Background: an optimization exercise with open tools, aiming at small area. Do not read the settings as production practice.
Where RTL was checked, it was by simulation tests only, not by an equivalence proof against the original.
For run 4, only the layout was checked, not whether the RTL still works.
Power and IR drop assume default switching activity.

==> design/flow/constraint.sdc <==
create_clock -name core_clock -period 5.0 [get_ports {PCLK}]
set_input_delay 1.0000 -clock core_clock [delete_from_list [all_inputs] [get_ports {PCLK}]]
set_output_delay 1.0000 -clock core_clock [all_outputs]
set_load 0.01 [all_outputs]
==> design/flow/config.mk <==
export PLATFORM = sky130hd
export DESIGN_NAME = APB_WRAPPER
export DESIGN_NICKNAME = APB_WRAPPER
export VERILOG_FILES = /design/flow/design.v
export SDC_FILE = /design/flow/constraint.sdc
export NUM_CORES = 4
export LEC_CHECK = 0
export CAP_MARGIN = 20
export CORE_MARGIN = 2
export CORE_UTILIZATION = 40
export PLACE_DENSITY = 0.6
export SLEW_MARGIN = 20
==> design/flow/design.v <==
module APB_Master(
	input PCLK,                
	input PRESETn,             
	input TRANSFER,            
	input [31:0] PRDATA,       
	input PREADY,              
	input [31:0] address,      
	input [31:0] write_data,   
    input write_en,            
	output reg PSELx,          
	output reg PENABLE,        
	output reg PWRITE,		   
	output reg [31:0] PADDR,   
	output reg [31:0] PWDATA,  
	output reg [31:0] read_data
	);
	localparam IDLE = 0;
	localparam SETUP = 1;
	localparam ACCESS = 2;
	reg [1:0] state , next_state;
    always @(posedge PCLK or negedge PRESETn) begin
        if (!PRESETn) begin
            state <= IDLE;   
        end else begin
            state <= next_state;   
        end
    end
    always @(*) begin
        case (state)
            IDLE: begin
                if (TRANSFER) begin
                    next_state = SETUP;   
                end else begin
                    next_state = IDLE;    
                end
            end
            SETUP: begin
                next_state = ACCESS;   
            end
            ACCESS: begin
                if (PREADY) begin
                    next_state = IDLE;   
                end else begin
                    next_state = ACCESS;  
                end
            end
            default: next_state = IDLE;   
        endcase
    end
    always @(posedge PCLK or negedge PRESETn) begin
        if (!PRESETn) begin
            PADDR <= 32'b0;
            PSELx <= 1'b0;
            PENABLE <= 1'b0;
            PWRITE <= 1'b0;
            PWDATA <= 32'b0;
            read_data <= 32'b0;
        end else begin
            case (state)
                IDLE: begin
                    PSELx <= 1'b0;
                    PENABLE <= 1'b0;
                end
                SETUP: begin
                    PADDR <= address;      
                    PWRITE <= write_en;    
                    PSELx <= 1'b1;         
                    PWDATA <= write_data;  
                    PENABLE <= 1'b0;       
                end
                ACCESS: begin
                    PENABLE <= 1'b1;   
                    if (!PWRITE && PREADY) begin
                        read_data <= PRDATA;  
                    end
                end
            endcase
        end
    end
endmodule
module APB_Slave (
    input PCLK,
    input PRESETn,
    input PSELx,
    input PENABLE,
    input PWRITE,
    input [31:0] PADDR,
    input [31:0] PWDATA,
    output reg PREADY,
    output reg [31:0] PRDATA
);
    reg [31:0] memory [0:7];
    always @(posedge PCLK or negedge PRESETn) begin
        if (!PRESETn) begin
            PRDATA <= 32'b0;
            PREADY <= 1'b0;
        end
        else begin
            if (PSELx && PENABLE) begin
                if (PWRITE) begin
                    memory[PADDR[2:0]] <= PWDATA;
                    PREADY <= 1'b1;
                end
                else begin
                    PRDATA <= memory[PADDR[2:0]];
                    PREADY <= 1'b1;
                end
            end 
            else begin
                PREADY <= 1'b0;
            end
        end
    end
endmodule
module APB_WRAPPER(
    input PCLK,             
    input PRESETn,          
    input TRANSFER,         
    input [31:0] address,   
    input [31:0] write_data,  
    input write_en,         
    output [31:0] read_data  
);
    wire PSELx;
    wire PENABLE;
    wire PWRITE;
    wire [31:0] PADDR;
    wire [31:0] PWDATA;
    wire [31:0] PRDATA;
    wire PREADY;
    APB_Master MASTER (
        .PCLK(PCLK),
        .PRESETn(PRESETn),
        .PREADY(PREADY),      
        .PRDATA(PRDATA),     
        .TRANSFER(TRANSFER),
        .address(address),
        .write_data(write_data),
        .write_en(write_en),
        .PADDR(PADDR),
        .PSELx(PSELx),
        .PENABLE(PENABLE),
        .PWRITE(PWRITE),
        .PWDATA(PWDATA),
        .read_data(read_data)
    );
    APB_Slave SLAVE (
        .PCLK(PCLK),
        .PRESETn(PRESETn),
        .PSELx(PSELx),
        .PENABLE(PENABLE),
        .PREADY(PREADY),
        .PWRITE(PWRITE),
        .PADDR(PADDR),
        .PWDATA(PWDATA),
        .PRDATA(PRDATA)
    );
endmodule
==> design/flow/run.sh <==
#!/bin/bash
# synth_recipe.tcl (not shown) runs the flow's synth.tcl, then flattens the netlist and writes it again
# the make line also repeats each setting of config.mk as NAME=value (left out here)
make -C /OpenROAD-flow-scripts/flow DESIGN_CONFIG=/design/flow/config.mk WORK_HOME=/design/flow/orfs CLKGATE_MAP_FILE= SYNTH_SCRIPT=/design/flow/synth_recipe.tcl finish
==> results of run 1 <==
==> state kept, by name, summed over array words and instances (netlist names) <==
| register | flops |
|---|---|
| MASTER.PENABLE | 1 |
| MASTER.PSELx | 1 |
| SLAVE.PREADY | 1 |
| SLAVE.PRDATA | 32 |
| MASTER.state | 2 |
| MASTER.PADDR | 3 |
| MASTER.PWRITE | 1 |
| MASTER.read_data | 32 |
| SLAVE.memory | 256 |
| MASTER.PWDATA | 32 |
==> worst max path at each step <==
stage	startpoint	end	slack, ps
CTS	MASTER.PADDR[2]	SLAVE.memory[0][13]	1930
detailed placement	MASTER.PADDR[2]	SLAVE.memory[0][12]	1950
global route	MASTER.PADDR[2]	SLAVE.memory[0][13]	1870
global placement	PRESETn	SLAVE.memory[4][13]	1950
finish	MASTER.PADDR[2]	SLAVE.memory[0][5]	2020
floorplan	PRESETn	SLAVE.memory[2][0]	1140
==> cells by family after synthesis <==
group / synth area share (%)
AND/OR/NAND/NOR: 2.46
buffers and inverters: 3.14
flip-flops: 75.0
multiplexers: 11.9
AO/OA/AOI/OAI: 7.56
==> power breakdown <==
part | total, mW | switching (mW) | internal [mW]
combinational | 2.21 | 1.18 | 1.03
clock | 3.09 | 1.14 | 1.95
sequential | 4.49 | 0.551 | 3.94
==> layout make-up <==
| type | count | area [um^2] | area share [%] |
|---|---|---|---|
| Sequential cell | 361 | 10300 | 62.9 |
| Multi-Input combinational cell | 366 | 3080 | 18.8 |
| Clock buffer | 53 | 1130 | 6.90 |
| Timing Repair Buffer | 95 | 898 | 5.48 |
| Tap cell | 448 | 561 | 3.42 |
| Clock inverter | 17 | 283 | 1.72 |
| Inverter | 34 | 128 | 0.778 |
==> layout by cell type, fill, tap and decap left out, drive strengths merged, types with 6 or more instances in the layout <==
| cell type | n |
|---|---|
| clkdlybuf4s50 | 69 |
| mux2 | 67 |
| a221oi | 28 |
| nand2 | 32 |
| nor2b | 8 |
| dfrtp | 105 |
| buf | 26 |
| clkbuf | 53 |
| mux2i | 88 |
| bufinv | 7 |
| nor2 | 8 |
| a31oi | 6 |
| o22ai | 63 |
| inv | 35 |
| edfxtp | 256 |
| nand2b | 7 |
| o21ai | 31 |
| clkinv | 6 |
==> per-stage QoR <==
| stage | hold slack, ps | setup slack (ps) | utilization (%) |
|---|---|---|---|
| 2_1_floorplan | 420 | 1140 | - |
| 3_3_place_gp | 447 | 1950 | 44.4 |
| 3_5_place_dp | 458 | 1950 | 44.5 |
| 4_1_cts | 461 | 1930 | 48.7 |
| 5_1_grt | 489 | 1870 | 48.7 |
| 6_report | 458 | 2020 | 48.7 |
==> per-layer routing <==
layer	vias to the layer above	GRT usage, %
met3	43	2.89
met2	192	25.7
li1	3284	-
met5	-	0
met4	0	4.95
met1	3521	21.8
==> results.json, run 1 <==
{
  "status": "timing/DRC/antenna clean",
  "required_ps": 5170,
  "cts_tree": "done",
  "fillers": 2863,
  "setup_violations": 0,
  "place_congestion": 0.695,
  "dp_cells": 1304,
  "final_cell_area_um2": 16400,
  "rrSetupSlack_ps": 2020,
  "num_antenna_cells": 0,
  "crit_path_max_incr_delay_ps": 920,
  "hp-class": "flop to flop",
  "coreArea_um2": 33700,
  "path_cells": "or3_2, nor2_4, buf_4",
  "rsz0062_at_grt": "false",
  "worst-path-buf-inv": 1,
  "synthCells": 809,
  "cts-root-buf": "clkbuf_16",
  "crit_arrival_ps": 3140,
  "antenna_found_initial": 0,
  "drt_pass1_iterations": 4,
  "r2r_cells": 3,
  "synth_edf_count": 256,
  "gr-total-overflow": 0,
  "yosysTopAreaCellShare_pct": 55.9,
  "final.setup.tns_ps": 0,
  "drc_errors": 0,
  "cts_resized": 0,
  "htree_levels": 2,
  "grt_pass1_wl_mm": 42.7,
  "p_total_mw": 9.79,
  "die_w_um": 189,
  "grt_pass1_vias": 7090,
  "holdPathStages": 1,
  "r2r_end": "SLAVE.memory[0][5]",
  "synth_area_leader_cell": "edfxtp_1",
  "path_max_fanout": 45,
  "hp-start": "SLAVE.PREADY",
  "cts_setup_buffers": 0,
  "start_util_pct": 40.8,
  "top_layer": "met4",
  "ys_top_cells_by_area": "edfxtp_1 (56%), dfrtp_1 (19%), mux2i_1 (6.4%), mux2_2 (5.5%), o22ai_1 (2.9%)",
  "start_kind": "flop",
  "synth_async_sr_flop_share_pct": 29.1,
  "ir_worst_vdd_mv": 0.277,
  "via_count": 7040,
  "postSynthRegisterBits": 361,
  "hold_buffers": 0,
  "period_needed_ps": 2980,
  "clkTransAtPathRegs_ps": 60,
  "num_rows": 67,
  "clkSinkCount": 361,
  "syn_to_final_growth_pct": 19.2,
  "synthDistinctLibCells": 37,
  "yosysSeqAreaShare_pct": 75.0,
  "powerDensity_nw_per_um2": 597,
  "drtIter0Drc": 515,
  "wl_met2_mm": 13.4,
  "port_buffers": 70,
  "grt.total_usage_pct": 15.8,
  "r2r-start": "MASTER.PADDR[2]",
  "final_hold_viol_count": 0,
  "hold_path_end": "MASTER.state[1]",
  "cts_buffer_depth": 3,
  "worstSetupPathType": "flop to flop",
  "drt.antenna.violating_nets": 0,
  "die_y_um": 189,
  "syn-cell-area_um2": 13800,
  "period_share_pct": 59.6,
  "ys.warnings.count": 3,
  "cp_top_family": "simple AND/OR/NAND/NOR gates",
  "fin_nets": 964,
  "fmax_mhz": 336,
  "synthTopCellsByCount": "edfxtp_1 (256), dfrtp_1 (105), mux2i_1 (88), mux2_2 (67), o22ai_1 (63)",
  "grt_max_degree": 69,
  "slew-limit-headroom_pct": 35.8,
  "synth_ff_type": "edfxtp_1",
  "numCtsBuffers": 38,
  "synth.avg_cell_area_um2": 17.0,
  "maxCapViolCount": 0,
  "wirelength_mm": 28.0,
  "final_max_slew_viol_count": 0,
  "fin_cells": 1374,
  "wire_per_inst_um": 20.4,
  "cp-end-kind": "flop",
  "wl_met1_mm": 12.0,
  "synth_most_common_cell": "edfxtp_1",
  "synth_nets": 877,
  "fp.dieArea_um2": 35900,
  "max_slew.worst_pin.slew_ps": 963,
  "cpMaxStageDelayCell": "or3_2",
  "worst-path-stages": 3,
  "skew_ps": 15.1,
  "io_pins": 100,
  "p_leak_nw": 6.08,
  "dp_hpwl_mm": 15.7,
  "drive_gt1_share_pct": 20.8,
  "via_per_inst": 5.12,
  "postPlaceCellArea_um2": 15000,
  "clkLatencyLatePin_ps": 520,
  "wl_met3_mm": 1.99
}
==> run 2: changes to the inputs <==
==> design/flow/design.v (replaced) <==
module APB_WRAPPER(
    input PCLK,
    input PRESETn,
    input TRANSFER,
    input [31:0] address,
    input [31:0] write_data,
    input write_en,
    output reg [31:0] read_data
);
    localparam IDLE  = 3'b000;
    localparam SETUP = 3'b001;
    localparam W1    = 3'b010;
    localparam W2    = 3'b011;
    localparam W3    = 3'b100;
    localparam R1    = 3'b101;
    localparam R2    = 3'b110;
    localparam R3    = 3'b111;
    reg [2:0] state;
    reg [2:0] next_state;
    reg [2:0] raddr;
    reg [31:0] memory [0:7];
    always @(*) begin
        case (state)
            IDLE:    next_state = TRANSFER ? SETUP : IDLE;
            SETUP:   next_state = write_en ? W1 : R1;
            W1:      next_state = W2;
            W2:      next_state = W3;
            R1:      next_state = R2;
            R2:      next_state = R3;
            default: next_state = IDLE;
        endcase
    end
    always @(posedge PCLK or negedge PRESETn) begin
        if (!PRESETn)
            state <= IDLE;
        else
            state <= next_state;
    end
    always @(posedge PCLK) begin
        if (state == SETUP)
            raddr <= address[2:0];
    end
    always @(posedge PCLK) begin
        if (state == SETUP && write_en)
            memory[address[2:0]] <= write_data;
    end
    wire load = (state == R3);
    reg [7:0] rsel;
    always @(posedge PCLK) begin
        rsel <= (state == R2) ? (8'b1 << raddr) : 8'b0;
    end
    wire [31:0] rd_next = ({32{rsel[0]}} & memory[0]) | ({32{rsel[1]}} & memory[1])
                        | ({32{rsel[2]}} & memory[2]) | ({32{rsel[3]}} & memory[3])
                        | ({32{rsel[4]}} & memory[4]) | ({32{rsel[5]}} & memory[5])
                        | ({32{rsel[6]}} & memory[6]) | ({32{rsel[7]}} & memory[7])
                        | ({32{~load}} & read_data);
    always @(posedge PCLK or negedge PRESETn) begin
        if (!PRESETn)
            read_data <= 32'b0;
        else
            read_data <= rd_next;
    end
endmodule
==> design/flow/flow/run.sh (new file) <==
#!/bin/bash
# Own layout flow: the standard flow with smaller port buffers and a
# clock tree without dummy loads. Logs go to ./flow_make.log and ORFS's logs.
set -euo pipefail
export BUFFER_PORTS_ARGS="-buffer_cell sky130_fd_sc_hd__buf_1"
export CTS_ARGS="-sink_clustering_enable -repair_clock_nets -dont_use_dummy_load -buf_list {sky130_fd_sc_hd__clkbuf_4 sky130_fd_sc_hd__clkbuf_8} -sink_clustering_size 20 -sink_clustering_max_diameter 50"
bash standard.sh finish > flow_make.log 2>&1
==> design/flow/standard.sh (new file) <==
#!/bin/bash
# synth_recipe.tcl (not shown) runs the flow's synth.tcl, then flattens the netlist and writes it again
# the make line also repeats each setting of config.mk as NAME=value (left out here)
make -C /OpenROAD-flow-scripts/flow DESIGN_CONFIG=/design/flow/config.mk WORK_HOME=/design/flow/orfs CLKGATE_MAP_FILE= SYNTH_SCRIPT=/design/flow/synth_recipe.tcl "${@:-finish}"
--- a/design/flow/config.mk
+++ b/design/flow/config.mk
@@ -9,4 +9,4 @@
 export CORE_MARGIN = 2
-export CORE_UTILIZATION = 40
-export PLACE_DENSITY = 0.6
+export CORE_UTILIZATION = 60
+export PLACE_DENSITY = 0.7
 export SLEW_MARGIN = 20
removed: design/flow/run.sh
==> results.json, run 2 <==
{
  "cpMaxStageDelayCell": "nor2_4",
  "p_int_mw": 3.60,
  "place_congestion": 0.702,
  "hp-start": "memory[4][15]",
  "synth.avg_cell_area_um2": 19.0,
  "ys_top_cells_by_area": "edfxtp_1 (73%), dfrtp_1 (8.2%), a22oi_1 (4.5%), a221oi_2 (4.1%), a22o_1 (2.6%)",
  "holdPathStages": 2,
  "slew-limit-headroom_pct": 24.1,
  "worst-path-stages": 5,
  "start_kind": "input pin",
  "via_count": 5585,
  "yosysSeqAreaShare_pct": 82.3,
  "skew_ps": 50.6,
  "fp.dieArea_um2": 18900,
  "mostFrequentLayoutCells": "edfxtp_1 (259), buf_1 (69), a22oi_1 (64)",
  "grt_pass1_vias": 5729,
  "required_ps": 5220,
  "grt_pass1_wl_mm": 33.0,
  "antenna_found_initial": 0,
  "period_share_pct": 52.1,
  "maxCapViolCount": 0,
  "status": "timing/DRC/antenna clean",
  "p_leak_nw": 3.72,
  "drtIter0Drc": 507,
  "synth_edf_count": 259,
  "clkSinkCount": 302,
  "io_pins": 100,
  "port_buffers": 70,
  "synthCells": 563,
  "drt.antenna.violating_nets": 0,
  "drive_gt1_share_pct": 13.5,
  "syn_to_final_growth_pct": 9.03,
  "worstSetupPathType": "input pin to flop",
  "power_switching_mw": 1.17,
  "synthTopCellsByCount": "edfxtp_1 (259), a22oi_1 (64), nand2_1 (37), dfrtp_1 (35), nand4_1 (33)",
  "crit_path_max_incr_delay_ps": 810,
  "synth_nets": 631,
  "largest_reg_flops": 256,
  "drt_pass1_iterations": 5,
  "fmax_mhz": 384,
  "numCtsBuffers": 26,
  "critPathLaunch": "write_en",
  "multi_input_area_um2": 1810,
  "ir_worst_vdd_mv": 0.304,
  "synthDistinctLibCells": 23,
  "clkLatencyLatePin_ps": 550,
  "syn-cell-area_um2": 10700,
  "synth_most_common_cell": "edfxtp_1",
  "cts_resized": 0,
  "synth_async_sr_flop_share_pct": 11.6,
  "synth_area_leader_cell": "edfxtp_1",
  "hp-class": "flop to flop",
  "cts-root-buf": "clkbuf_8",
  "max_slew.worst_pin.slew_ps": 1140,
  "wirelength_mm": 22.2,
  "p_comb_share_pct": 11.3,
  "grt_max_degree": 36,
  "gr-total-overflow": 0,
  "crit_arrival_ps": 2820,
  "path_max_fanout": 23,
  "grt.total_usage_pct": 24.3,
  "final_core_util_pct": 67.3,
  "worst-path-buf-inv": 2,
  "period_needed_ps": 2600,
  "yosysTopAreaCellShare_pct": 72.6,
  "drc_errors": 0,
  "die_y_um": 138,
  "coreArea_um2": 17400,
  "clkTransAtPathRegs_ps": 100,
  "clkPwrFrac_pct": 24.2,
  "cp_top_family": "simple AND/OR/NAND/NOR gates",
  "seqPwrFrac_pct": 64.5,
  "postSynthRegisterBits": 302,
  "r2r_cells": 4,
  "final_common_cell": "edfxtp_1",
  "htree_levels": 1,
  "path_cells": "buf_1, and4bb_2, nand2_1, nor2_4, buf_4",
  "via_per_inst": 6.41,
  "ys.warnings.count": 1,
  "fin_nets": 716,
  "fillers": 1162,
  "cp-end-kind": "flop",
  "final.setup.tns_ps": 0,
  "rsz0062_at_grt": "false",
  "start_util_pct": 61.7,
  "cts_setup_buffers": 0,
  "wire_per_inst_um": 25.5,
  "setup_violations": 0,
  "swShare_pct": 24.5,
  "r2r-start": "state[1]",
  "powerDensity_nw_per_um2": 409,
  "die_w_um": 138,
  "cts_buffer_depth": 3,
  "cts_tree": "done",
  "final_hold_viol_count": 0,
  "regArea_um2": 8820,
  "num_rows": 48,
  "dp_hpwl_mm": 11.8,
  "synth_ff_type": "edfxtp_1",
  "final_max_slew_viol_count": 0,
  "num_antenna_cells": 0,
  "hold_buffers": 0
}
[run 2: power by group through the flow]
| stage | registers [mW] | logic [mW] | clock network, mW |
|---|---|---|---|
| global placement | 3.13 | 0.510 | 0 |
| floorplan | 3.14 | 0.277 | 0 |
| finish | 3.08 | 0.541 | 1.15 |
| detailed placement | 3.14 | 0.533 | 0 |
| global route | 3.10 | 0.603 | 1.26 |
| CTS | 3.08 | 0.537 | 1.17 |
[run 2: worst min-delay path: cells and delay by family, from the launching register on]
kind             cells  cell delay [ps]
flip-flops           1              320
AND/OR/NAND/NOR      1               80
AO/OA/AOI/OAI        1               60
[run 2: layer usage]
layer  GRT usage (%)  part of all wire (%)
met2            37.5                    48
met4            6.41                   1.4
met3            4.30                   7.9
met1            36.6                    43
met5               0                     0
[run 2: final timing paths]
path | endpoint | slack [ps]
min in group asynchronous | read_data[20] | 540
max in group asynchronous | read_data[8] | 4000
min reg2reg | read_data[15] | 450
min | read_data[15] | 450
max reg2reg | memory[7][9] | 2440
max | memory[7][9] | 2400
[run 2: cell families (layout without fill, tap and decap cells)]
| kind of cell | Yosys count | in the layout | synth area share (%) |
|---|---|---|---|
| and+or+nand+nor | 99 | 99 | 4.72 |
| DFF | 302 | 302 | 82.3 |
| AOI/OAI and AO/OA | 133 | 133 | 11.7 |
| buffers and inverters | 29 | 112 | 1.29 |
[run 2: layout make-up]
class | instances | share of cell area [%]
Inverter | 1 | 0.0322
Sequential cell | 302 | 75.5
Tap cell | 225 | 2.41
Timing Repair Buffer | 85 | 3.44
Multi-Input combinational cell | 232 | 15.5
Clock buffer | 26 | 3.07
[run 2: metrics by stage]
stage / power [mW] / instances / cell area, um^2 / hold WS, ps / worst slack [ps]
floorplan: 3.42 / 563 / 10700 / 447 / 1010
global placement: 3.64 / 843 / 11300 / 449 / 1940
detailed placement: 3.67 / 843 / 11300 / 462 / 1840
CTS: 4.79 / 869 / 11600 / 463 / 2400
global route: 4.96 / 871 / 11700 / 490 / 2300
finish: 4.77 / 871 / 11700 / 455 / 2400
==> run 3: changes to the inputs <==
==> design/flow/run.sh (new file) <==
#!/bin/bash
# synth_recipe.tcl (not shown) runs the flow's synth.tcl, then flattens the netlist and writes it again
# the make line also repeats each setting of config.mk as NAME=value (left out here)
make -C /OpenROAD-flow-scripts/flow DESIGN_CONFIG=/design/flow/config.mk WORK_HOME=/design/flow/orfs CLKGATE_MAP_FILE= SYNTH_SCRIPT=/design/flow/synth_recipe.tcl finish
removed: design/flow/flow/run.sh
removed: design/flow/standard.sh
==> results.json, run 3 <==
{
  "status": "timing/DRC/antenna clean",
  "via_per_inst": 6.34,
  "num_rows": 48,
  "fp.dieArea_um2": 18900,
  "hold_buffers": 0,
  "synth_nets": 631,
  "synth_ff_type": "edfxtp_1",
  "grt.total_usage_pct": 24.7,
  "clkTransAtPathRegs_ps": 60,
  "grt_max_degree": 36,
  "drc_errors": 0,
  "period_needed_ps": 2850,
  "via_count": 5677,
  "final_max_slew_viol_count": 0,
  "synthXorXnorAreaFrac_pct": 0,
  "rsz0062_at_grt": "false",
  "yosysTopAreaCellShare_pct": 72.6,
  "clkPwrFrac_pct": 34.6,
  "crit_path_max_incr_delay_ps": 700,
  "dp_cells": 840,
  "final_hold_viol_count": 0,
  "fin_nets": 715,
  "drive_gt1_share_pct": 14.8,
  "grt_pass1_wl_mm": 33.9,
  "cts_setup_buffers": 0,
  "mostFrequentLayoutCells": "edfxtp_1 (259), clkdlybuf4s50_1 (69), a22oi_1 (64)",
  "p_int_mw": 4.47,
  "die_w_um": 138,
  "power_switching_mw": 1.33,
  "synthTopCellsByCount": "edfxtp_1 (259), a22oi_1 (64), nand2_1 (37), dfrtp_1 (35), nand4_1 (33)",
  "syn-cell-area_um2": 10700,
  "hp-class": "flop to flop",
  "die_y_um": 138,
  "fmax_mhz": 351,
  "period_share_pct": 57.0,
  "synth.avg_cell_area_um2": 19.0,
  "final.setup.tns_ps": 0,
  "path_max_fanout": 21,
  "drt.antenna.violating_nets": 0,
  "slew-limit-headroom_pct": 24.3,
  "cts_resized": 0,
  "crit_arrival_ps": 3070,
  "muxShareOfSynthArea_pct": 0,
  "yosysSeqAreaShare_pct": 82.3,
  "postSynthRegisterBits": 302,
  "htree_levels": 1,
  "clkLatencyLatePin_ps": 540,
  "place_congestion": 0.699,
  "port_buffers": 70,
  "start_util_pct": 61.7,
  "yosys.area_share.simple_pct": 4.72,
  "ys.warnings.count": 1,
  "powerDensity_nw_per_um2": 460,
  "synthDistinctLibCells": 23,
  "cp-end-kind": "flop",
  "cpMaxStageDelayCell": "nor2_4",
  "yosys.area_share.adder_pct": 0,
  "final_common_cell": "edfxtp_1",
  "synth_async_sr_flop_share_pct": 11.6,
  "grt_pass1_vias": 5778,
  "drtIter0Drc": 391,
  "clkSinkCount": 302,
  "largest_reg_flops": 256,
  "busiest_layer": "met2",
  "maxCapViolCount": 0,
  "io_pins": 100,
  "p_total_mw": 5.80,
  "synth_top_family_by_area": "compound AO/OA/AOI/OAI gates",
  "required_ps": 5220,
  "drt_pass1_iterations": 5,
  "gr-total-overflow": 0,
  "skew_ps": 14.2,
  "num_antenna_cells": 0,
  "synth-compound-area-share_pct": 11.7,
  "cts_tree": "done",
  "setup_violations": 0,
  "ir_worst_vdd_mv": 0.361,
  "dp_hpwl_mm": 11.4,
  "cts_buffer_depth": 3,
  "synth_edf_count": 259,
  "start_kind": "input pin",
  "fin_cells": 895,
  "numCtsBuffers": 29,
  "coreArea_um2": 17400,
  "p_leak_nw": 4.14,
  "met1_usage_pct": 35.9,
  "cts-root-buf": "clkbuf_16",
  "fillers": 1030,
  "worstSetupPathType": "input pin to flop",
  "gr-usage-met2_pct": 41.2,
  "syn_to_final_growth_pct": 17.7,
  "seqPwrFrac_pct": 53.3,
  "synth_area_leader_cell": "edfxtp_1",
  "synth_most_common_cell": "edfxtp_1",
  "path_cells": "clkdlybuf4s50_1, and4bb_2, nand2b_1, nor2_4, buf_4",
  "wirelength_mm": 22.3,
  "p_comb_share_pct": 12.0,
  "grt.met3_usage_pct": 3.13,
  "max_slew.worst_pin.slew_ps": 1140,
  "swShare_pct": 23.0,
  "wire_per_inst_um": 25.0,
  "ys_top_cells_by_area": "edfxtp_1 (73%), dfrtp_1 (8.2%), a22oi_1 (4.5%), a221oi_2 (4.1%), a22o_1 (2.6%)",
  "synthCells": 563,
  "antenna_found_initial": 0
}
==> run 3: worst paths after layout <==
path,slack (ps),endpoint,cells after the start,start
max in group asynchronous,4090,read_data[24],1,PRESETn
setup / recovery,2150,memory[4][18],5,write_en
hold / removal,470,read_data[5],2,memory[4][5]
setup reg to reg,2590,memory[4][18],4,state[1]
hold reg to reg,470,read_data[5],2,memory[4][5]
min in group asynchronous,490,read_data[26],1,PRESETn
==> run 3: power groups by stage <==
stage	sequential (mW)	combinational (mW)	clock (mW)
after detailed placement	3.14	0.694	0
after global routing	3.11	0.762	2.13
after CTS	3.09	0.697	2.03
after floorplan	3.14	0.277	0
after global placement	3.13	0.675	0
final	3.09	0.698	2.01
==> run 3: worst max-delay path, delay by kind of cell <==
kind                   cells  cell delay, ps
buffers and inverters      2             880
AND/OR/NAND/NOR            3            1160
==> run 3: metal layers <==
layer / vias up / wire length [um] / part of all wire [%]
met5: - / 0 / 0
met4: 0 / 236 / 1.1
met3: 22 / 1540 / 6.9
met2: 220 / 11000 / 49
met1: 2930 / 9550 / 43
li1: 2505 / - / -
==> run 3: final cells by class <==
class / instances / area (um^2) / area share (%)
Clock buffer: 47 / 853 / 6.77
Clock inverter: 7 / 36.3 / 0.288
Tap cell: 225 / 282 / 2.23
Sequential cell: 302 / 8820 / 70.0
Multi-Input combinational cell: 232 / 1810 / 14.4
Inverter: 1 / 3.75 / 0.0298
Timing Repair Buffer: 81 / 793 / 6.30
==> run 3: cell families (layout without fill, tap and decap cells) <==
family / Yosys count / after routing
simple gates: 99 / 99
compound gates: 133 / 133
flops: 302 / 302
buf+inv: 29 / 136
==> run 3: stage by stage <==
step           util [%]  hold WS [ps]  setup slack, ps  instance area [um^2]
2_1_floorplan         -           447             1010                 10700
3_3_place_gp       67.3           452             1630                 11700
3_5_place_dp       67.3           462             1600                 11700
4_1_cts            72.5           472             2150                 12600
5_1_grt            72.6           496             2040                 12600
6_report           72.6           472             2150                 12600
==> run 4: changes to the inputs <==
--- a/design/flow/design.v
+++ b/design/flow/design.v
@@ -1 +1,20 @@
+module APB_aoi222 (
+    input  a1, a2, b1, b2, c1, c2,
+    output y
+);
+    assign y = ~((a1 & a2) | (b1 & b2) | (c1 & c2));
+endmodule
+module APB_rdbit (
+    input  [7:0] sel,
+    input  [7:0] word,
+    input        hold,
+    input        q,
+    output       d
+);
+    wire y0, y1, y2;
+    APB_aoi222 g0 (.a1(sel[0]), .a2(word[0]), .b1(sel[1]), .b2(word[1]), .c1(sel[2]), .c2(word[2]), .y(y0));
+    APB_aoi222 g1 (.a1(sel[3]), .a2(word[3]), .b1(sel[4]), .b2(word[4]), .c1(sel[5]), .c2(word[5]), .y(y1));
+    APB_aoi222 g2 (.a1(sel[6]), .a2(word[6]), .b1(sel[7]), .b2(word[7]), .c1(hold),   .c2(q),       .y(y2));
+    assign d = ~(y0 & y1 & y2);
+endmodule
 module APB_WRAPPER(
@@ -47,11 +66,22 @@
     wire load = (state == R3);
-    reg [7:0] rsel;
-    always @(posedge PCLK) begin
-        rsel <= (state == R2) ? (8'b1 << raddr) : 8'b0;
-    end
-    wire [31:0] rd_next = ({32{rsel[0]}} & memory[0]) | ({32{rsel[1]}} & memory[1])
-                        | ({32{rsel[2]}} & memory[2]) | ({32{rsel[3]}} & memory[3])
-                        | ({32{rsel[4]}} & memory[4]) | ({32{rsel[5]}} & memory[5])
-                        | ({32{rsel[6]}} & memory[6]) | ({32{rsel[7]}} & memory[7])
-                        | ({32{~load}} & read_data);
+    wire [7:0] rsel;
+    genvar g;
+    generate
+        for (g = 0; g < 8; g = g + 1) begin : dec
+            assign rsel[g] = load & (raddr == g);
+        end
+    endgenerate
+    wire [31:0] rd_next;
+    generate
+        for (g = 0; g < 32; g = g + 1) begin : rd
+            APB_rdbit bit_mux (
+                .sel(rsel),
+                .word({memory[7][g], memory[6][g], memory[5][g], memory[4][g],
+                       memory[3][g], memory[2][g], memory[1][g], memory[0][g]}),
+                .hold(~load),
+                .q(read_data[g]),
+                .d(rd_next[g])
+            );
+        end
+    endgenerate
     always @(posedge PCLK or negedge PRESETn) begin
==> design/flow/flow/run.sh (new file) <==
#!/bin/bash
# Own layout flow: the standard flow with smaller port buffers and a
# clock tree without dummy loads. Logs go to ./flow_make.log and ORFS's logs.
set -euo pipefail
export BUFFER_PORTS_ARGS="-buffer_cell sky130_fd_sc_hd__buf_1"
export CTS_ARGS="-sink_clustering_enable -repair_clock_nets -dont_use_dummy_load -buf_list {sky130_fd_sc_hd__clkbuf_4 sky130_fd_sc_hd__clkbuf_8} -sink_clustering_size 20 -sink_clustering_max_diameter 50"
bash standard.sh finish > flow_make.log 2>&1
==> design/flow/standard.sh (new file) <==
#!/bin/bash
# synth_recipe.tcl (not shown) runs the flow's synth.tcl, then flattens the netlist and writes it again
# the make line also repeats each setting of config.mk as NAME=value (left out here)
make -C /OpenROAD-flow-scripts/flow DESIGN_CONFIG=/design/flow/config.mk WORK_HOME=/design/flow/orfs CLKGATE_MAP_FILE= SYNTH_SCRIPT=/design/flow/synth_recipe.tcl "${@:-finish}"
--- a/design/flow/config.mk
+++ b/design/flow/config.mk
@@ -12 +12,3 @@
 export SLEW_MARGIN = 20
+export SYNTH_HIERARCHICAL = 1
+export SYNTH_MINIMUM_KEEP_SIZE = 0
removed: design/flow/run.sh
==> results.json, run 4 <==
{
  "cts_tree": "done",
  "drc_errors": 0,
  "p_total_mw": 4.59,
  "hp-class": "flop to flop",
  "die_w_um": 133,
  "final_core_util_pct": 67.3,
  "synth.avg_cell_area_um2": 21.6,
  "seqPwrFrac_pct": 64.7,
  "fin_nets": 644,
  "p_leak_nw": 3.50,
  "cts_resized": 0,
  "crit_arrival_ps": 2860,
  "final_common_cell": "edfxtp_1",
  "setup_violations": 0,
  "numCtsBuffers": 23,
  "num_antenna_cells": 0,
  "status": "timing/DRC/antenna clean",
  "wirelength_mm": 21.3,
  "syn_to_final_growth_pct": 10.8,
  "clkSinkCount": 294,
  "die_y_um": 133,
  "largest_reg_flops": 256,
  "period_share_pct": 52.5,
  "drt_pass1_iterations": 6,
  "ir_worst_vdd_mv": 0.287,
  "synth_edf_count": 259,
  "yosysTopAreaCellShare_pct": 77.7,
  "skew_ps": 76.7,
  "r2r_cells": 4,
  "powerDensity_nw_per_um2": 414,
  "slew-limit-headroom_pct": 28.2,
  "synth_ff_type": "edfxtp_1",
  "synthCells": 463,
  "coreArea_um2": 16500,
  "final_hold_viol_count": 0,
  "synth_most_common_cell": "edfxtp_1",
  "drtIter0Drc": 924,
  "r2r-start": "state[1]",
  "cts_setup_buffers": 0,
  "r2r_end": "memory[7][19]",
  "cp-end-kind": "flop",
  "via_per_inst": 6.87,
  "cts_buffer_depth": 3,
  "grt_max_degree": 36,
  "start_util_pct": 60.8,
  "grt_pass1_vias": 5596,
  "synth_async_sr_flop_share_pct": 11.9,
  "start_kind": "input pin",
  "mostFrequentLayoutCells": "edfxtp_1 (259), a222oi_1 (96), buf_1 (69)",
  "via_count": 5458,
  "port_buffers": 70,
  "dp_hpwl_mm": 10.7,
  "drive_gt1_share_pct": 10.8,
  "p_comb_share_pct": 11.9,
  "final_max_slew_viol_count": 0,
  "grt.total_usage_pct": 24.6,
  "clkTransAtPathRegs_ps": 80,
  "ys_top_cells_by_area": "edfxtp_1 (78%), a222oi_1 (9.6%), dfrtp_1 (8.8%), nand3_1 (1.6%), nor2_1 (0.56%)",
  "io_pins": 100,
  "rrSetupSlack_ps": 2510,
  "dp_cells": 771,
  "required_ps": 5240,
  "worstSetupPathType": "input pin to flop",
  "postSynthRegisterBits": 294,
  "num_rows": 47,
  "fmax_mhz": 381,
  "crit_path_end": "memory[7][19]",
  "power_switching_mw": 1.11,
  "synthDistinctLibCells": 18,
  "fin_cells": 794,
  "period_needed_ps": 2620,
  "swShare_pct": 24.1,
  "grt_pass1_wl_mm": 32.1,
  "drt.antenna.violating_nets": 0,
  "clkLatencyLatePin_ps": 550,
  "critPathLaunch": "write_en",
  "ys.warnings.count": 7,
  "p_int_mw": 3.48,
  "antenna_found_initial": 0,
  "path_max_fanout": 26,
  "maxCapViolCount": 0,
  "max_slew.worst_pin.slew_ps": 1070,
  "fp.dieArea_um2": 17700,
  "wire_per_inst_um": 26.9,
  "rsz0062_at_grt": "false",
  "synth_area_leader_cell": "edfxtp_1",
  "htree_levels": 1,
  "place_congestion": 0.702,
  "hold_buffers": 0,
  "syn-cell-area_um2": 10000,
  "gr-total-overflow": 0,
  "cts-root-buf": "clkbuf_8",
  "synthTopCellsByCount": "edfxtp_1 (259), a222oi_1 (96), dfrtp_1 (35), nand3_1 (32), nor2_1 (15)",
  "final.setup.tns_ps": 0,
  "yosysSeqAreaShare_pct": 86.5,
  "synth_nets": 531,
  "clkPwrFrac_pct": 23.3
}
==> run 4: changes by cell type after synthesis, sizes merged, moves of 20 or more <==
| cell | previous run | this run |
|---|---|---|
| a222oi | 0 | 96 |
| a22oi | 64 | 0 |
| nand2 | 37 | 3 |
| a221oi | 32 | 0 |
| a22o | 32 | 0 |
| nand3 | 1 | 33 |
| nand4 | 33 | 1 |
| buf | 21 | 1 |
==> run 4: critical path: stages <==
cell and delay [ps]:
buf_1 140, and4bb_2 270, nand2_1 230, nor2_4 910
buf_4 300
==> run 4: area by class of cell <==
type / instances / area (um^2)
clock buffer: 23 / 317
fill: 1110 / 5380
tap: 220 / 275
sequential: 294 / 8650
multi-input combinational: 168 / 1430
timing repair buffer: 89 / 407
==> run 4: per-module statistics from Yosys (local to each module, per instance) <==
| module | copies in the design | area (um^2) | flops+latches |
|---|---|---|---|
| APB_aoi222 | 96 | 10.0 | 0 |
| APB_rdbit | 32 | 5.00 | 0 |
| APB_WRAPPER | 1 | 8890 | 294 |
==> run 4: how the worst min path moves through the flow <==
stage | startpoint | cells past startpoint | to
3_5_place_dp | memory[4][11] | 2 | read_data[11]
4_1_cts | memory[1][16] | 2 | read_data[16]
5_1_grt | memory[4][0] | 2 | read_data[0]
6_report | memory[1][16] | 2 | read_data[16]
3_3_place_gp | memory[4][18] | 2 | read_data[18]
2_1_floorplan | memory[4][0] | 2 | read_data[0]
==> run 4: kinds of logic (layout without fill, tap and decap cells) <==
kind of cell	Yosys count	count (layout)	synth area share [%]
and+or+nand+nor	67	67	3.58
AOI/OAI and AO/OA	100	100	9.80
buffers and inverters	1	112	0.0500
DFF	294	294	86.5
muxes	1	1	0.100
==> run 4: power groups by stage <==
stage               Sequential [mW]  Combinational (mW)  Clock, mW
floorplan                      3.04               0.275          0
global placement               3.01               0.528          0
detailed placement             3.02               0.551          0
CTS                            2.97               0.553       1.10
global route                   2.99               0.600       1.18
finish                         2.97               0.548       1.07
==> run 4: per-stage QoR <==
step,area (um^2),setup slack (ps),hold WS (ps)
4_1_cts,11100,2380,473
2_1_floorplan,10000,1870,447
6_report,11100,2380,476
5_1_grt,11100,2280,489
3_5_place_dp,10800,1820,458
3_3_place_gp,10800,1870,455
==> run 4: per-layer routing <==
layer | vias up | routed length [um] | global-route usage (%)
met5 | - | 0 | 0
met4 | 0 | 435 | 7.68
met3 | 40 | 2130 | 4.41
met2 | 301 | 10600 | 40.8
met1 | 2799 | 8190 | 34.3
li1 | 2318 | - | -
==> run 5: changes to the inputs <==
--- a/design/flow/design.v
+++ b/design/flow/design.v
@@ -18,2 +18,8 @@
     assign d = ~(y0 & y1 & y2);
+endmodule
+module APB_mux2 (
+    input  s, a, b,
+    output y
+);
+    assign y = s ? a : b;
 endmodule
@@ -38,4 +44,2 @@
     reg [2:0] next_state;
-    reg [2:0] raddr;
-    reg [31:0] memory [0:7];
     always @(*) begin
@@ -57,16 +61,44 @@
     end
+    reg [2:0]  taddr;
+    reg        pend;
+    reg [31:0] wdata;
     always @(posedge PCLK) begin
-        if (state == SETUP)
-            raddr <= address[2:0];
+        if (state == SETUP) begin
+            taddr <= address[2:0];
+            pend  <= write_en;
+            wdata <= write_data;
+        end
     end
+    reg [1:0] rot;
+    always @(posedge PCLK)
+        rot <= rot + 2'd1;
+    reg [31:0] ring0 [0:3];
+    reg [31:0] ring1 [0:3];
+    wire at_slot0 = pend & (taddr[1:0] == rot);
+    wire wr0 = at_slot0 & ~taddr[2];
+    wire wr1 = at_slot0 &  taddr[2];
+    wire [31:0] in0, in1;
+    genvar g;
+    generate
+        for (g = 0; g < 32; g = g + 1) begin : wr
+            APB_mux2 m0 (.s(wr0), .a(wdata[g]), .b(ring0[0][g]), .y(in0[g]));
+            APB_mux2 m1 (.s(wr1), .a(wdata[g]), .b(ring1[0][g]), .y(in1[g]));
+        end
+    endgenerate
     always @(posedge PCLK) begin
-        if (state == SETUP && write_en)
-            memory[address[2:0]] <= write_data;
+        ring0[0] <= ring0[1];
+        ring0[1] <= ring0[2];
+        ring0[2] <= ring0[3];
+        ring0[3] <= in0;
+        ring1[0] <= ring1[1];
+        ring1[1] <= ring1[2];
+        ring1[2] <= ring1[3];
+        ring1[3] <= in1;
     end
     wire load = (state == R3);
+    wire [1:0] rslot = taddr[1:0] - rot;
     wire [7:0] rsel;
-    genvar g;
     generate
         for (g = 0; g < 8; g = g + 1) begin : dec
-            assign rsel[g] = load & (raddr == g);
+            assign rsel[g] = load & ({taddr[2], rslot} == g);
         end
@@ -78,4 +110,4 @@
                 .sel(rsel),
-                .word({memory[7][g], memory[6][g], memory[5][g], memory[4][g],
-                       memory[3][g], memory[2][g], memory[1][g], memory[0][g]}),
+                .word({ring1[3][g], ring1[2][g], ring1[1][g], ring1[0][g],
+                       ring0[3][g], ring0[2][g], ring0[1][g], ring0[0][g]}),
                 .hold(~load),
==> design/flow/flow/run.sh (replaced) <==
#!/bin/bash
# Own layout flow: the standard flow with every synthesised cell first
# set to its smallest size, smaller port buffers, and a clock tree without
# dummy loads. make's output goes to ./flow_make.log, each step's to ORFS's logs.
set -euo pipefail
here=$(pwd)
export PRE_FLOORPLAN_TCL="$here/flow/downsize.tcl"
export BUFFER_PORTS_ARGS="-buffer_cell sky130_fd_sc_hd__buf_1"
export CTS_ARGS="-sink_clustering_enable -repair_clock_nets -dont_use_dummy_load -buf_list {sky130_fd_sc_hd__clkbuf_8 sky130_fd_sc_hd__clkbuf_16} -sink_clustering_size 30 -sink_clustering_max_diameter 40"
bash standard.sh finish > flow_make.log 2>&1
==> design/flow/flow/downsize.tcl (new file) <==
# Before floorplan: set every cell to the smallest-area drive strength of its
# own family (same function and pins). Later repair steps size cells up and
# buffer nets again wherever slew, capacitance or timing needs it.
set db [ord::get_db]
set block [[$db getChip] getBlock]
set best [dict create]
foreach lib [$db getLibs] {
  foreach m [$lib getMasters] {
    set name [$m getName]
    if {[string match "*lpflow*" $name] || [string match "*probe*" $name]} { continue }
    if {![regexp {^(sky130_fd_sc_hd__[a-z0-9]+)_([0-9]+)$} $name -> fam n]} { continue }
    set lc [get_lib_cells $name]
    if {$lc eq "" || [get_property $lc dont_use]} { continue }
    set area [expr {[$m getWidth] * [$m getHeight]}]
    if {![dict exists $best $fam] || $area < [lindex [dict get $best $fam] 1]} {
      dict set best $fam [list $m $area]
    }
  }
}
set n_swapped 0
foreach inst [$block getInsts] {
  set name [[$inst getMaster] getName]
  if {![regexp {^(sky130_fd_sc_hd__[a-z0-9]+)_([0-9]+)$} $name -> fam n]} { continue }
  if {![dict exists $best $fam]} { continue }
  set m [lindex [dict get $best $fam] 0]
  if {[$m getName] ne $name} {
    $inst swapMaster $m
    incr n_swapped
  }
}
puts "downsize.tcl: swapped $n_swapped cells to their smallest size"
==> results.json, run 5 <==
{
  "cts_resized": 0,
  "drt.antenna.violating_nets": 0,
  "skew_ps": 37.5,
  "final_common_cell": "dfxtp_1",
  "setup_violations": 0,
  "regArea_um2": 7120,
  "hp-start": "ring0[2][15]",
  "fp.dieArea_um2": 16300,
  "port_buffers": 70,
  "synthCells": 557,
  "ir_worst_vdd_mv": 0.341,
  "drive_gt1_share_pct": 8.75,
  "period_needed_ps": 2850,
  "powerDensity_nw_per_um2": 710,
  "rsz0062_at_grt": "false",
  "status": "timing/DRC/antenna clean",
  "grt.met3_usage_pct": 4.19,
  "cts_setup_buffers": 0,
  "drt_pass1_iterations": 7,
  "r2r-start": "taddr[0]",
  "met1_usage_pct": 34.8,
  "io_pins": 100,
  "worstSetupPathType": "flop to flop",
  "die_y_um": 128,
  "ys.warnings.count": 11,
  "place_congestion": 0.765,
  "grt_pass1_wl_mm": 31.1,
  "grt_max_degree": 36,
  "slew-limit-headroom_pct": 21.0,
  "r2r_end": "read_data[31]",
  "wirelength_mm": 19.9,
  "maxCapViolCount": 0,
  "fin_nets": 745,
  "die_w_um": 128,
  "grt_pass1_vias": 5812,
  "r2r_cells": 7,
  "required_ps": 5400,
  "cts-root-buf": "clkbuf_16",
  "gr-total-overflow": 0,
  "via_count": 5513,
  "mostFrequentLayoutCells": "dfxtp_1 (258), a222oi_1 (96), buf_1 (69)",
  "wire_per_inst_um": 23.1,
  "grt.total_usage_pct": 24.9,
  "numCtsBuffers": 35,
  "drtIter0Drc": 744,
  "max_slew.worst_pin.slew_ps": 1180,
  "path_max_fanout": 17,
  "drc_errors": 0,
  "start_kind": "flop",
  "busiest_layer": "met2",
  "p_leak_nw": 4.24,
  "cts_buffer_depth": 3,
  "multi_input_area_um2": 2080,
  "cts_tree": "done",
  "rrSetupSlack_ps": 2150,
  "final_max_slew_viol_count": 0,
  "clkLatencyLatePin_ps": 510,
  "cp-end-kind": "flop",
  "synth_nets": 626,
  "dp_hpwl_mm": 10.8,
  "num_antenna_cells": 0,
  "via_per_inst": 6.40,
  "num_rows": 45,
  "clkTransAtPathRegs_ps": 80,
  "hold_slack_ps": 324,
  "hold_path_end": "ring0[1][15]",
  "htree_levels": 2,
  "hold_buffers": 0,
  "coreArea_um2": 15000,
  "final_hold_viol_count": 0,
  "holdPathStages": 0,
  "fillers": 987,
  "start_util_pct": 60.9,
  "clkSinkCount": 329,
  "antenna_found_initial": 0,
  "fmax_mhz": 351,
  "hp-class": "flop to flop",
  "gr-usage-met2_pct": 39.1,
  "final.setup.tns_ps": 0,
  "period_share_pct": 57.0,
  "crit_arrival_ps": 3260
}
-- run 5: changes by cell type in the layout (fill, tap and decap cells not counted), moves of 3 or more --
cell	delta
buf_4	-7
clkbuf_16	+35
clkbuf_8	-23
dfxtp_1	+258
edfxtp_1	-223
inv_1	+5
mux2_1	+64
nand2b_1	-7
nor2_2	-4
nor3_4	-3
-- run 5: worst max path at each step --
stage / from / end / depth (start not counted)
6_report: taddr[0] / read_data[31] / 7
5_1_grt: taddr[0] / read_data[31] / 7
4_1_cts: taddr[0] / read_data[31] / 7
3_5_place_dp: taddr[0] / read_data[31] / 7
3_3_place_gp: taddr[0] / read_data[0] / 7
2_1_floorplan: state[2] / read_data[0] / 5
-- run 5: critical path: stages, from the launching register on --
cell      delay, ps
edfxtp_1        310
inv_1            40
ha_1            370
or3_1           460
nor2_2          820
buf_4           440
a222oi_1        160
nand3_1         160
-- run 5: layer usage --
layer  wire length [um]  vias up
met3               1470       36
met1               8650     2776
met5                  0        -
met2               9380      235
li1                   -     2466
met4                410        0
-- run 5: power breakdown --
part	total [mW]	internal, mW	switching, mW	leakage, nW
Sequential	4.64	3.99	0.652	2.95
Clock	2.10	1.23	0.871	0.431
Combinational	0.851	0.392	0.459	0.858
Total	7.59	5.61	1.98	4.24
-- run 5: layout make-up --
type                    count  share of cell area (%)
clock buffers              35                    8.19
inverters                   5                   0.176
multi-input cells         223                    19.5
flip-flops and latches    329                    66.6
well taps                 188                    2.20
repair buffers             82                    3.31
-- run 5: metrics by stage --
step / power (mW) / area (um^2) / setup WS, ps / utilization (%) / std cells
3_5_place_dp: 5.51 / 9810 / 2220 / 65.3 / 827
5_1_grt: 7.94 / 10700 / 2060 / 71.1 / 862
3_3_place_gp: 5.40 / 9810 / 2330 / 65.3 / 827
4_1_cts: 7.62 / 10700 / 2200 / 71.1 / 862
2_1_floorplan: 5.01 / 9160 / 1190 / - / 557
6_report: 7.59 / 10700 / 2150 / 71.1 / 862
==> run 6: changes to the inputs <==
--- a/design/flow/flow/run.sh
+++ b/design/flow/flow/run.sh
@@ -8,3 +8,3 @@
 export BUFFER_PORTS_ARGS="-buffer_cell sky130_fd_sc_hd__buf_1"
-export CTS_ARGS="-sink_clustering_enable -repair_clock_nets -dont_use_dummy_load -buf_list {sky130_fd_sc_hd__clkbuf_8 sky130_fd_sc_hd__clkbuf_16} -sink_clustering_size 30 -sink_clustering_max_diameter 40"
+export CTS_ARGS="-sink_clustering_enable -repair_clock_nets -dont_use_dummy_load -buf_list {sky130_fd_sc_hd__clkbuf_4 sky130_fd_sc_hd__clkbuf_8} -sink_clustering_size 24 -sink_clustering_max_diameter 35"
 bash standard.sh finish > flow_make.log 2>&1
==> results.json, run 6 <==
{
  "num_rows": 45,
  "gr-total-overflow": 0,
  "wirelength_mm": 19.8,
  "p_leak_nw": 4.08,
  "hold_slack_ps": 310,
  "hp-class": "flop to flop",
  "start_kind": "flop",
  "clkLatencyLatePin_ps": 530,
  "antenna_found_initial": 0,
  "finalWorstSetupSlack_ps": 2160,
  "cts_buffer_depth": 3,
  "powerDensity_nw_per_um2": 672,
  "crit_arrival_ps": 3270,
  "fp.dieArea_um2": 16300,
  "grt_pass1_vias": 5824,
  "status": "timing/DRC/antenna clean",
  "cts-root-buf": "clkbuf_8",
  "required_ps": 5420,
  "path_max_fanout": 17,
  "drt.antenna.violating_nets": 0,
  "grt_pass1_wl_mm": 30.9,
  "final.setup.tns_ps": 0,
  "period_needed_ps": 2840,
  "dp_slack_ps": 2220,
  "clkSinkCount": 329,
  "port_buffers": 70,
  "start_util_pct": 60.9,
  "place_congestion": 0.765,
  "cp-end-kind": "flop",
  "clkTransAtPathRegs_ps": 80,
  "synth_nets": 626,
  "via_count": 5471,
  "drc_errors": 0,
  "setup_violations": 0,
  "final_hold_viol_count": 0,
  "cts_tree": "done",
  "via_per_inst": 6.33,
  "holdPathStages": 0,
  "grt_max_degree": 36,
  "worstSetupPathType": "flop to flop",
  "crit_path_max_incr_delay_ps": 810,
  "skew_ps": 52.3,
  "drtIter0Drc": 715,
  "num_antenna_cells": 0,
  "die_w_um": 128,
  "htree_levels": 2,
  "dp_hpwl_mm": 10.8,
  "rsz0062_at_grt": "false",
  "numCtsBuffers": 37,
  "worst-path-buf-inv": 2,
  "cts_resized": 0,
  "final_max_slew_viol_count": 0,
  "drive_gt1_share_pct": 9.02,
  "final_common_cell": "dfxtp_1",
  "worst-path-stages": 7,
  "ys.warnings.count": 11,
  "drt_pass1_iterations": 6,
  "maxCapViolCount": 0,
  "io_pins": 100,
  "mostFrequentLayoutCells": "dfxtp_1 (258), a222oi_1 (96), buf_1 (69)",
  "path_cells": "inv_1, ha_1, or3_1, nor2_2, buf_4, a222oi_1, nand3_1",
  "wire_per_inst_um": 23.0,
  "r2r_cells": 7,
  "fin_nets": 747,
  "fmax_mhz": 352,
  "cpMaxStageDelayCell": "nor2_2",
  "coreArea_um2": 15000,
  "period_share_pct": 56.9,
  "cts_setup_buffers": 0,
  "synthCells": 557,
  "grt.total_usage_pct": 24.8,
  "hold_buffers": 0,
  "cp_top_family": "simple AND/OR/NAND/NOR gates",
  "ir_worst_vdd_mv": 0.348,
  "max_slew.worst_pin.slew_ps": 1130,
  "die_y_um": 128,
  "slew-limit-headroom_pct": 24.7
}
==> run 6: worst paths after layout <==
path,startpoint,end,slack (ps)
worst max-delay path,taddr[0],read_data[31],2160
worst min-delay path,ring1[3][3],ring1[2][3],310
worst max register to register,taddr[0],read_data[31],2160
worst min register to register,ring1[3][3],ring1[2][3],310
max in group asynchronous,PRESETn,read_data[19],3970
min in group asynchronous,PRESETn,read_data[26],560
==> run 6: per-stage QoR <==
step	std cells	instance area, um^2	util, %	power (mW)
2_1_floorplan	557	9160	-	5.01
3_5_place_dp	827	9810	65.3	5.51
3_3_place_gp	827	9810	65.3	5.40
6_report	864	10300	68.7	6.93
5_1_grt	864	10300	68.7	7.29
4_1_cts	864	10300	68.7	6.97
==> run 6: area by class of cell <==
cell class                      count  area [um^2]
Clock buffer                       37          509
Fill cell                        1059         4710
Sequential cell                   329         7120
Timing Repair Buffer               82          354
Multi-Input combinational cell    223         2080
Inverter                            5         18.8
Tap cell                          188          235
==> run 6: where the power goes <==
part	switching [mW]	internal [mW]
registers	0.648	3.99
logic	0.456	0.392
clock network	0.792	0.659
total	1.90	5.04
==> run 6: layer usage <==
layer / wire (um) / track usage, %
met1: 8770 / 34.6
met2: 9010 / 38.7
met3: 1630 / 5.36
met4: 421 / 8.86
met5: 0 / 0
==> run 7: changes to the inputs <==
--- a/design/flow/flow/run.sh
+++ b/design/flow/flow/run.sh
@@ -8,3 +8,3 @@
 export BUFFER_PORTS_ARGS="-buffer_cell sky130_fd_sc_hd__buf_1"
-export CTS_ARGS="-sink_clustering_enable -repair_clock_nets -dont_use_dummy_load -buf_list {sky130_fd_sc_hd__clkbuf_4 sky130_fd_sc_hd__clkbuf_8} -sink_clustering_size 24 -sink_clustering_max_diameter 35"
+export CTS_ARGS="-sink_clustering_enable -repair_clock_nets -dont_use_dummy_load -buf_list {sky130_fd_sc_hd__clkbuf_4 sky130_fd_sc_hd__clkbuf_8} -sink_clustering_size 20 -sink_clustering_max_diameter 50"
 bash standard.sh finish > flow_make.log 2>&1
--- a/design/flow/config.mk
+++ b/design/flow/config.mk
@@ -9,4 +9,4 @@
 export CORE_MARGIN = 2
-export CORE_UTILIZATION = 60
-export PLACE_DENSITY = 0.7
+export CORE_UTILIZATION = 70
+export PLACE_DENSITY = 0.85
 export SLEW_MARGIN = 20
==> results.json, run 7 <==
{
  "status": "timing/DRC/antenna clean",
  "grt_max_degree": 37,
  "clkPwrFrac_pct": 16.7,
  "num_rows": 41,
  "p_leak_nw": 3.98,
  "antenna_found_initial": 0,
  "grt_pass1_vias": 6024,
  "hp-class": "flop to flop",
  "start_kind": "flop",
  "cpMaxStageDelayCell": "nor4_2",
  "crit_top_cell": "buf_4",
  "coreArea_um2": 12700,
  "final_hold_viol_count": 0,
  "wire_per_inst_um": 24.1,
  "via_count": 5573,
  "p_total_mw": 6.67,
  "drc_errors": 0,
  "r2r-start": "state[2]",
  "max_slew.worst_pin.slew_ps": 1020,
  "synthCells": 557,
  "period_needed_ps": 3220,
  "crit_path_max_incr_delay_ps": 860,
  "setup_violations": 0,
  "grt_pass1_wl_mm": 32.0,
  "start_util_pct": 72.0,
  "drt_pass1_iterations": 6,
  "die_w_um": 118,
  "swShare_pct": 28.7,
  "p_comb_share_pct": 12.9,
  "fp.dieArea_um2": 14000,
  "critPathLaunch": "state[2]",
  "gr-total-overflow": 0,
  "ir_worst_vdd_mv": 0.448,
  "dp_hpwl_mm": 11.3,
  "drtIter0Drc": 923,
  "synth_nets": 626,
  "seqPwrFrac_pct": 70.4,
  "power_switching_mw": 1.91,
  "maxCapViolCount": 0,
  "cts_setup_buffers": 0,
  "clkSinkCount": 329,
  "dp_slack_ps": 1870,
  "clkLatencyLatePin_ps": 530,
  "die_y_um": 118,
  "final_max_slew_viol_count": 0,
  "grt.total_usage_pct": 28.9,
  "numCtsBuffers": 21,
  "fin_nets": 733,
  "wirelength_mm": 20.1,
  "via_per_inst": 6.68,
  "cts_tree": "done",
  "path_max_fanout": 25,
  "cts_resized": 0,
  "p_int_mw": 4.75,
  "io_pins": 100,
  "worstSetupPathType": "flop to flop",
  "port_buffers": 70,
  "place_congestion": 0.768,
  "path_cells": "and3_1, inv_1, buf_4, nor4_2, buf_4, a222oi_1, nand3_1",
  "cp-end-kind": "flop",
  "cts-root-buf": "clkbuf_8",
  "period_share_pct": 64.4,
  "drive_gt1_share_pct": 7.10,
  "final_common_cell": "dfxtp_1",
  "final.setup.tns_ps": 0,
  "cts_buffer_depth": 3,
  "rsz0062_at_grt": "false",
  "slew-limit-headroom_pct": 31.5,
  "crit_arrival_ps": 3680,
  "num_antenna_cells": 0,
  "ys.warnings.count": 11,
  "hp-start": "ring0[3][18]",
  "required_ps": 5460,
  "clkTransAtPathRegs_ps": 110,
  "powerDensity_nw_per_um2": 660,
  "fmax_mhz": 311,
  "mostFrequentLayoutCells": "dfxtp_1 (258), a222oi_1 (96), buf_1 (69)",
  "drt.antenna.violating_nets": 0,
  "htree_levels": 1,
  "hold_buffers": 0,
  "skew_ps": 33.7,
  "fillers": 778,
  "finalWorstSetupSlack_ps": 1780
}
==> run 7: per-layer routing <==
layer  part of all wire [%]  GRT usage [%]  vias to the layer above
li1                       -              -                     2428
met1                     40           38.0                     2767
met2                     49           48.4                      318
met3                    8.6           4.87                       60
met4                    2.8           10.8                        0
met5                      0              0                        -
==> run 7: path summary, 6_finish.rpt <==
path	end	slack, ps	cells past startpoint
worst max-delay path	read_data[10]	1780	7
worst min-delay path	ring0[2][18]	320	0
worst max register to register	read_data[10]	1780	7
worst min register to register	ring0[2][18]	320	0
max in group asynchronous	state[1]	4020	2
min in group asynchronous	read_data[17]	550	2
==> run 7: power groups by stage <==
stage	clock, mW	sequential [mW]	combinational [mW]
2_1_floorplan	0	4.51	0.504
3_3_place_gp	0	4.57	0.810
3_5_place_dp	0	4.68	0.847
4_1_cts	1.12	4.67	0.863
5_1_grt	1.22	4.81	0.941
6_report	1.11	4.69	0.860
==> run 7: cell type report <==
cell class | count | area, um^2 | area share, %
flip-flops and latches | 329 | 7120 | 70.5
multi-input cells | 223 | 2080 | 20.6
repair buffers | 84 | 369 | 3.66
clock buffers | 21 | 289 | 2.86
well taps | 172 | 215 | 2.13
inverters | 5 | 18.8 | 0.186
==> run 7: through the flow <==
stage          hold slack, ps  std cells  area (um^2)  util (%)
3_3_place_gp              331        813         9800      77.0
2_1_floorplan             330        557         9160         -
3_5_place_dp              336        813         9800      77.0
4_1_cts                   328        834        10100      79.3
5_1_grt                   336        834        10100      79.4
6_report                  323        834        10100      79.4
==> run 7: worst max-delay path, delay by kind of cell (launching register included) <==
kind	cells	cell delay, ps
buffers and inverters	3	1270
and+or+nand+nor	3	1220
DFF	1	450
AOI/OAI and AO/OA	1	210
==> run 8: changes to the inputs <==
--- a/design/flow/config.mk
+++ b/design/flow/config.mk
@@ -9,4 +9,4 @@
 export CORE_MARGIN = 2
-export CORE_UTILIZATION = 70
-export PLACE_DENSITY = 0.85
+export CORE_UTILIZATION = 60
+export PLACE_DENSITY = 0.7
 export SLEW_MARGIN = 20
==> results.json, run 8 <==
{
  "status": "timing/DRC/antenna clean",
  "final.setup.tns_ps": 0,
  "path_cells": "inv_1, ha_1, or3_1, nor2_2, buf_4, a222oi_1, nand3_1",
  "power_switching_mw": 1.84,
  "slew-limit-headroom_pct": 23.7,
  "dp_cells": 827,
  "period_share_pct": 56.1,
  "maxCapViolCount": 0,
  "worstSetupPathType": "flop to flop",
  "final_max_slew_viol_count": 0,
  "cp-end-kind": "flop",
  "coreArea_um2": 15000,
  "cts_resized": 0,
  "grt_max_degree": 36,
  "wire_per_inst_um": 22.9,
  "max_slew.worst_pin.slew_ps": 1140,
  "clkTransAtPathRegs_ps": 110,
  "grt_pass1_wl_mm": 30.8,
  "dp_hpwl_mm": 10.8,
  "die_w_um": 128,
  "skew_ps": 77.9,
  "rsz0062_at_grt": "false",
  "clkPwrFrac_pct": 18.0,
  "swShare_pct": 27.6,
  "grt.total_usage_pct": 24.3,
  "via_per_inst": 6.30,
  "cts-root-buf": "clkbuf_8",
  "numCtsBuffers": 26,
  "seqPwrFrac_pct": 69.2,
  "start_util_pct": 60.9,
  "synthCells": 557,
  "final_common_cell": "dfxtp_1",
  "port_buffers": 70,
  "antenna_found_initial": 0,
  "p_leak_nw": 4.00,
  "grt_pass1_vias": 5777,
  "num_antenna_cells": 0,
  "wirelength_mm": 19.5,
  "final_cell_area_um2": 10200,
  "gr-total-overflow": 0,
  "ir_worst_vdd_mv": 0.345,
  "num_rows": 45,
  "setup_violations": 0,
  "synth_nets": 626,
  "postPlaceCellArea_um2": 9810,
  "clkLatencyLatePin_ps": 560,
  "fin_cells": 853,
  "ys.warnings.count": 11,
  "fmax_mhz": 357,
  "htree_levels": 1,
  "die_y_um": 128,
  "place_congestion": 0.765,
  "via_count": 5377,
  "period_needed_ps": 2800,
  "drt_pass1_iterations": 6,
  "final_hold_viol_count": 0,
  "hold_buffers": 0,
  "p_int_mw": 4.84,
  "cts_buffer_depth": 3,
  "start_kind": "flop",
  "clkSinkCount": 329,
  "drtIter0Drc": 692,
  "cpMaxStageDelayCell": "nor2_2",
  "final_core_util_pct": 67.7,
  "drc_errors": 0,
  "cts_setup_buffers": 0,
  "io_pins": 100,
  "drt.antenna.violating_nets": 0,
  "fp.dieArea_um2": 16300,
  "path_max_fanout": 17,
  "p_comb_share_pct": 12.7,
  "drive_gt1_share_pct": 7.52,
  "mostFrequentLayoutCells": "dfxtp_1 (258), a222oi_1 (96), buf_1 (69)",
  "powerDensity_nw_per_um2": 657,
  "fin_nets": 736,
  "crit_path_max_incr_delay_ps": 760,
  "required_ps": 5410,
  "crit_arrival_ps": 3210,
  "cts_tree": "done",
  "hp-class": "flop to flop"
}
## run 8: cell type report
type	instances	area, um^2
Sequential cell	329	7120
Fill cell	1058	4860
Multi-Input combinational cell	223	2080
Clock buffer	26	358
Timing Repair Buffer	82	354
Tap cell	188	235
Inverter	5	18.8
## run 8: routing by layer
metal  track usage, %  vias to the layer above  share of wire, %
li1                 -                     2440                 -
met1             34.6                     2667                44
met2             38.6                      233                46
met3             3.77                       37               8.1
met4             8.47                        0               1.7
met5                0                        -                 0
## run 8: through the flow
stage / setup slack [ps] / power [mW] / hold slack, ps
after global routing: 2050 / 7.03 / 263
after floorplan: 1190 / 5.01 / 330
after global placement: 2330 / 5.40 / 331
after CTS: 2190 / 6.72 / 265
final: 2200 / 6.68 / 268
after detailed placement: 2220 / 5.51 / 336
## run 8: critical path: cells and delay by family, from the launching register on
family / cells / cell delay [ps]
and+or+nand+nor: 3 / 1370
DFF: 1 / 320
adders and majority gates: 1 / 370
AOI/OAI and AO/OA: 1 / 160
buffers and inverters: 2 / 490
## run 8: worst paths after layout
check / startpoint / to / slack, ps / depth (start not counted)
setup / recovery: taddr[0] / read_data[31] / 2200 / 7
max in group asynchronous: PRESETn / read_data[31] / 3980 / 2
setup reg to reg: taddr[0] / read_data[31] / 2200 / 7
hold / removal: ring1[3][3] / ring1[2][3] / 270 / 0
hold reg to reg: ring1[3][3] / ring1[2][3] / 270 / 0
min in group asynchronous: PRESETn / read_data[3] / 540 / 2
## run 8: power by group through the flow
stage / sequential, mW / clock (mW) / combinational [mW]
final: 4.63 / 1.21 / 0.850
after global routing: 4.76 / 1.33 / 0.935
after CTS: 4.62 / 1.24 / 0.862
after detailed placement: 4.66 / 0 / 0.855
after global placement: 4.57 / 0 / 0.825
after floorplan: 4.51 / 0 / 0.504

## re-timing with driven ports
The flow's constraints put no driver on any port. The routed layouts listed below were extracted and timed again, unchanged, in two steps.
Step 1 (the two cells are an assumption about what drives the block):
set clk [get_ports {PCLK}]
set_driving_cell -lib_cell sky130_fd_sc_hd__clkbuf_16 $clk
set_driving_cell -lib_cell sky130_fd_sc_hd__buf_2 [delete_from_list [all_inputs] $clk]
Step 2 times the ports against the registers' clock, not the clock port: input delays grow and output delays shrink by t, the midpoint of the rising clock arrivals with the driver on.
Slacks: no drivers / after step 1 / after step 2; pairs: no drivers / after step 1.
run | shift t [ns] | setup WS [ns] | hold slack, ns | worst register clock-pin slew, ns
run 1 | 0.566 | 2.022 / 2.022 / 2.022 | 0.458 / 0.458 / 0.458 | 0.06 / 0.06
run 2 | 0.570 | 2.397 / 2.417 / 1.847 | 0.455 / 0.455 / 0.455 | 0.11 / 0.11
run 3 | 0.573 | 2.149 / 2.172 / 1.598 | 0.472 / 0.472 / 0.472 | 0.06 / 0.06
run 4 | 0.552 | 2.377 / 2.397 / 1.844 | 0.476 / 0.476 / 0.476 | 0.11 / 0.11
run 5 | 0.528 | 2.149 / 2.149 / 2.149 | 0.324 / 0.324 / 0.324 | 0.08 / 0.08
run 6 | 0.544 | 2.156 / 2.156 / 2.156 | 0.310 / 0.310 / 0.310 | 0.10 / 0.10
run 7 | 0.553 | 1.779 / 1.779 / 1.779 | 0.323 / 0.323 / 0.323 | 0.12 / 0.12
run 8 | 0.555 | 2.196 / 2.196 / 2.196 | 0.268 / 0.268 / 0.268 | 0.11 / 0.11
After both steps setup and hold are still met in every run listed. For run 3, which loses most, drivers alone change the setup slack by +0.023 ns; drivers and shift together by -0.551 ns.
